Source: an optimization exercise on an open RTL-to-GDS flow (aim: small area and a short achievable clock period). Production flows keep margins and buffers that such runs may drop.
Function was checked by simulation only, so behaviour that the tests miss may differ from the original.
The clock port is modelled as an ideal driver, which makes a skipped or thinned clock tree look cheaper than it is; a real chip needs a root buffer or a tree.
Power is estimated from default activity; no workload was simulated.

Setup of job 1696:
// ultrasonido
module ultrasonido(clk, trig, echo, distancia, init, done);
export LEC_CHECK = 0
export CAP_MARGIN = 20
export CORE_MARGIN = 2
export CORE_UTILIZATION = 70
export SLEW_MARGIN = 20
export SYNTH_HIERARCHICAL = 1
create_clock -name core_clock -period 18.0 [get_ports {clk}]
standard.sh (not shown) runs the stock make flow with config.mk's settings and CLKGATE_MAP_FILE= SYNTH_SCRIPT=/design/flow/synth_recipe.tcl, a recipe that flattens the netlist after the stock synthesis.
==> flow/flow/run.sh <==
#!/bin/bash
# The standard ORFS layout (standard.sh), in two runs of make:
#  1. synthesis to CTS, after which the clock tree is replaced by a few clock
#     buffers on the clock port (flow/post_cts.tcl, flow/clock_leaves.tcl);
#  2. global route to the end, with a larger setup margin for repair_timing.
set -e
export FLOW_FLOW_DIR=$PWD/flow
export FLOW_SYNTH_TCL=$PWD/synth_recipe.tcl
export FLOW_ABC_AREA_SCRIPT=$PWD/flow/abc_area_map.script
bash standard.sh BUFFER_PORTS_ARGS="-buffer_cell sky130_fd_sc_hd__buf_2" CTS_ARGS="-sink_clustering_enable -repair_clock_nets -dont_use_dummy_load" SETUP_SLACK_MARGIN=13.0 SYNTH_SCRIPT=$PWD/flow/area_synth.tcl POST_CTS_TCL=$PWD/flow/post_cts.tcl cts > standard_to_cts.log 2>&1
bash standard.sh BUFFER_PORTS_ARGS="-buffer_cell sky130_fd_sc_hd__buf_2" CTS_ARGS="-sink_clustering_enable -repair_clock_nets -dont_use_dummy_load" SETUP_SLACK_MARGIN=13.0 SETUP_SLACK_MARGIN=13.7 SYNTH_SCRIPT=$PWD/flow/area_synth.tcl POST_CTS_TCL=$PWD/flow/post_cts.tcl finish > standard_finish.log 2>&1
==> flow/flow/abc_area_map.script <==
strash
balance
rewrite
refactor
balance
rewrite -z
refactor -z
rewrite -z
balance
&get -n
&st
&dch
&nf -a
&put
topo
==> flow/flow/area_synth.tcl <==
# The standard flow's synthesis (synth_recipe.tcl, which runs ORFS's synth.tcl), with one
# change: ABC maps the io block with ORFS's speed script as usual, and the
# rest of the design with an area-oriented script (flow/abc_area_map.script).
proc abc {args} {
  set i [lsearch -exact $args -script]
  set rest [lreplace $args $i [expr {$i + 1}]]
  yosys abc {*}$args ultrasonido_io
  yosys abc -script $::env(FLOW_ABC_AREA_SCRIPT) {*}$rest ultrasonido
}
source $::env(FLOW_SYNTH_TCL)
Other scripts of this flow, unchanged in this note and not shown: flow/flow/clock_leaves.tcl, flow/flow/post_cts.tcl
Job 1696 reached the final stage; the timing, design-rule and antenna checks on its layout passed.
## Diff of input files: job 7395 against job 1696
==> flow/flow/run.sh <==
#!/bin/bash
# The standard ORFS layout (standard.sh), in two runs of make:
#  1. synthesis to CTS, after which the clock tree is replaced by a few clock
#     buffers on the clock port (flow/post_cts.tcl, flow/clock_leaves.tcl);
#  2. global route to the end, with a larger setup margin for repair_timing.
set -e
export FLOW_FLOW_DIR=$PWD/flow
export FLOW_SYNTH_TCL=$PWD/synth_recipe.tcl
export FLOW_ABC_AREA_SCRIPT=$PWD/flow/abc_area_map.script
bash standard.sh BUFFER_PORTS_ARGS="-buffer_cell sky130_fd_sc_hd__buf_2" CTS_ARGS="-sink_clustering_enable -repair_clock_nets -dont_use_dummy_load" SETUP_SLACK_MARGIN=13.0 SYNTH_SCRIPT=$PWD/flow/area_synth_all.tcl POST_CTS_TCL=$PWD/flow/post_cts.tcl cts > standard_to_cts.log 2>&1
bash standard.sh BUFFER_PORTS_ARGS="-buffer_cell sky130_fd_sc_hd__buf_2" CTS_ARGS="-sink_clustering_enable -repair_clock_nets -dont_use_dummy_load" SETUP_SLACK_MARGIN=13.0 SETUP_SLACK_MARGIN=13.7 SYNTH_SCRIPT=$PWD/flow/area_synth_all.tcl POST_CTS_TCL=$PWD/flow/post_cts.tcl finish > standard_finish.log 2>&1
==> flow/flow/area_synth_all.tcl (new file) <==
# The standard flow's synthesis (synth_recipe.tcl, which runs ORFS's synth.tcl), with one
# change: ABC maps the whole design with an area-oriented script
# (flow/abc_area_map.script).
proc abc {args} {
  set i [lsearch -exact $args -script]
  set rest [lreplace $args $i [expr {$i + 1}]]
  yosys abc -script $::env(FLOW_ABC_AREA_SCRIPT) {*}$rest
}
source $::env(FLOW_SYNTH_TCL)
removed: flow/flow/area_synth.tcl
### Flow results
Summary of job 7395 over job 1696: adder and majority cell fraction of the synthesized area stayed essentially flat; number of antenna violations at the first check in global routing stayed essentially flat; cell count fell by 13; placement-stage worst setup slack rose by 220 ps; vias per cell rose by 4.7%. Cell area | job 7395 vs job 1696 | job 7395 smaller.
diff inputs: job 7395 => job 8006
-- flow/flow/abc_area_map.script --
<<< job 7395, line 11
&st
&dch
&nf -a
&put
>>> job 8006, line 11
&st
&dch -f
&nf -a -R 1000
&put
==> comparison <==
Going from job 7395 to job 8006, the post-synthesis net count was found to have gone up by 15. [compare] base=job 7395 new=job 8006: critical path depth moved up; synthesized cell count climbed 15; total number of nets in the final design rose by 15; register fraction of the total cell area higher. Post-route cell area down 2.3% in job 8006 wrt job 7395. Going from job 7395 to job 8006, maximum vdd ir drop fell 41%, power fell 0.00000065 W. Maximum frequency (job 8006 over job 7395): decrease, about 0.5%.
Here is what was changed in the inputs of job 2099 compared with job 8006.
- a deleted SYNTH_HIERARCHICAL that had been 1
-- flow/flow/abc_area_map.script --
<<< job 8006, line 11
&st
&dch -f
&nf -a -R 1000
&put
>>> job 2099, line 11
&st
&dch
&nf -a
&put
[summary]
Job 2099 and job 8006 ended up with nearly the same final worst-path cycle share.
Going from job 8006 to job 2099, complex-gate fraction of the synthesized area up 2.4 points; standard cell core area grew by 0.81%.
Via density per instance in job 2099 vs job 8006: up about 8%
Relative to job 8006, finished layout cell area has increased by 59 um2 in job 2099.
Edits applied to the flow inputs when going from job 2099 to job 9730:
- setting SYNTH_HIERARCHICAL to 1 for the first time
==> flow/flow/run.sh <==
#!/bin/bash
# The standard ORFS layout (standard.sh), in two runs of make:
#  1. synthesis to CTS, after which the clock tree is replaced by a few clock
#     buffers on the clock port (flow/post_cts.tcl, flow/clock_leaves.tcl);
#  2. global route to the end, with a larger setup margin for repair_timing.
set -e
export FLOW_FLOW_DIR=$PWD/flow
bash standard.sh BUFFER_PORTS_ARGS="-buffer_cell sky130_fd_sc_hd__buf_2" CTS_ARGS="-sink_clustering_enable -repair_clock_nets -dont_use_dummy_load" SETUP_SLACK_MARGIN=13.0 POST_CTS_TCL=$PWD/flow/post_cts.tcl cts > standard_to_cts.log 2>&1
bash standard.sh BUFFER_PORTS_ARGS="-buffer_cell sky130_fd_sc_hd__buf_2" CTS_ARGS="-sink_clustering_enable -repair_clock_nets -dont_use_dummy_load" SETUP_SLACK_MARGIN=13.0 SETUP_SLACK_MARGIN=13.7 POST_CTS_TCL=$PWD/flow/post_cts.tcl finish > standard_finish.log 2>&1
removed: flow/flow/abc_area_map.script
removed: flow/flow/area_synth_all.tcl
## What came out
From job 2099 to job 9730 the numbers moved as follows: worst setup slack rose by 19 ps; fraction of final layout cells with drive strength greater than 1 now sits higher. Final non-filler cell area in job 9730 vs job 2099: up 5.2%. On number of nets with antenna violations after routing, job 2099 tracks job 9730 almost exactly. Number of DRC violations after detailed-routing iteration 0 of job 9730 falls short of that of job 2099 by more than 10%. [job 9730 vs job 2099] wire length of the first global-routing pass: higher in job 9730. Clock-net power came out higher on job 9730 than on job 2099. Of job 9730 and job 2099, job 2099 shows the lower worst-margin pin slew, with job 9730 above it.
Inputs modified between job 9730 and job 3193:
==> flow/flow/run.sh <==
#!/bin/bash
# The standard ORFS layout (standard.sh), in two runs of make:
#  1. synthesis to CTS, after which the clock tree is replaced by a few clock
#     buffers on the clock port (flow/post_cts.tcl, flow/clock_leaves.tcl);
#  2. global route to the end, with a larger setup margin for repair_timing.
set -e
export FLOW_FLOW_DIR=$PWD/flow
export FLOW_SYNTH_TCL=$PWD/synth_recipe.tcl
export FLOW_ABC_AREA_SCRIPT=$PWD/flow/abc_area_map.script
bash standard.sh BUFFER_PORTS_ARGS="-buffer_cell sky130_fd_sc_hd__buf_2" CTS_ARGS="-sink_clustering_enable -repair_clock_nets -dont_use_dummy_load" SETUP_SLACK_MARGIN=13.0 SYNTH_SCRIPT=$PWD/flow/area_synth.tcl POST_CTS_TCL=$PWD/flow/post_cts.tcl cts > standard_to_cts.log 2>&1
bash standard.sh BUFFER_PORTS_ARGS="-buffer_cell sky130_fd_sc_hd__buf_2" CTS_ARGS="-sink_clustering_enable -repair_clock_nets -dont_use_dummy_load" SETUP_SLACK_MARGIN=13.0 SETUP_SLACK_MARGIN=13.7 SYNTH_SCRIPT=$PWD/flow/area_synth.tcl POST_CTS_TCL=$PWD/flow/post_cts.tcl finish > standard_finish.log 2>&1
==> flow/flow/abc_area_map.script (new file) <==
strash
dch
map -a
topo
==> flow/flow/area_synth.tcl (new file) <==
# The standard flow's synthesis (synth_recipe.tcl, which runs ORFS's synth.tcl), with one
# change: ABC maps the io block with ORFS's speed script as usual, and the
# rest of the design with an area-oriented script (flow/abc_area_map.script).
proc abc {args} {
  set i [lsearch -exact $args -script]
  set rest [lreplace $args $i [expr {$i + 1}]]
  yosys abc {*}$args ultrasonido_io
  yosys abc -script $::env(FLOW_ABC_AREA_SCRIPT) {*}$rest ultrasonido
}
source $::env(FLOW_SYNTH_TCL)
Notes after the runs:
Compared with job 9730, job 3193 supports a lower clock frequency. Job 3193: number of ordinary inverters in the final layout is 29 higher than what job 9730 reported. On final period utilization, job 3193 and job 9730 are basically level. Of the two values seen for first element of the critical path, distancia[8] was produced by job 3193 and distancia[0] by job 9730. Job 3193 against job 9730: sum of internal, switching and leakage power up about 0.37%, utilization up 0.55 points. Going from job 9730 to job 3193, final area shrank by 0.85%, length of routed wiring on met1 grew by 2.7%, fraction of the mapped netlist area in adder cells held steady.
No run of this note takes its clock network from TritonCTS; it comes from the design's own scripts or RTL.

==> static timing again, ports no longer ideal <==
No port has a modelled driver above. Below, the same layouts with a new extraction and two added sets of constraints.
Step 1 (the two cells are an assumption about what drives the block):
set clk [get_ports {clk}]
set_driving_cell -lib_cell sky130_fd_sc_hd__clkbuf_16 $clk
set_driving_cell -lib_cell sky130_fd_sc_hd__buf_2 [delete_from_list [all_inputs] $clk]
Step 2 times the ports against the registers' clock, not the clock port: input delays grow and output delays shrink by t, the midpoint of the rising clock arrivals with the driver on.
Three values: no drivers, after step 1, after step 2; two values: the first two.
| run | t, ns | setup WS [ns] | worst slew at a driven data input, ns |
|---|---|---|---|
| job 1696 | 0.195 | 13.748 / 13.701 / 13.651 | 0.03 |
| job 7395 | 0.194 | 13.750 / 13.705 / 13.641 | 0.03 |
| job 8006 | 0.198 | 13.729 / 13.719 / 13.561 | 0.02 |
| job 2099 | 0.194 | 13.750 / 13.702 / 13.603 | 0.03 |
| job 9730 | 0.200 | 13.768 / 13.721 / 13.642 | 0.02 |
| job 3193 | 0.200 | 13.745 / 13.696 / 13.636 | 0.03 |
After both steps every run listed still meets setup and hold. For job 8006, which loses most, drivers alone change the setup slack by -0.010 ns; drivers and shift together by -0.168 ns.
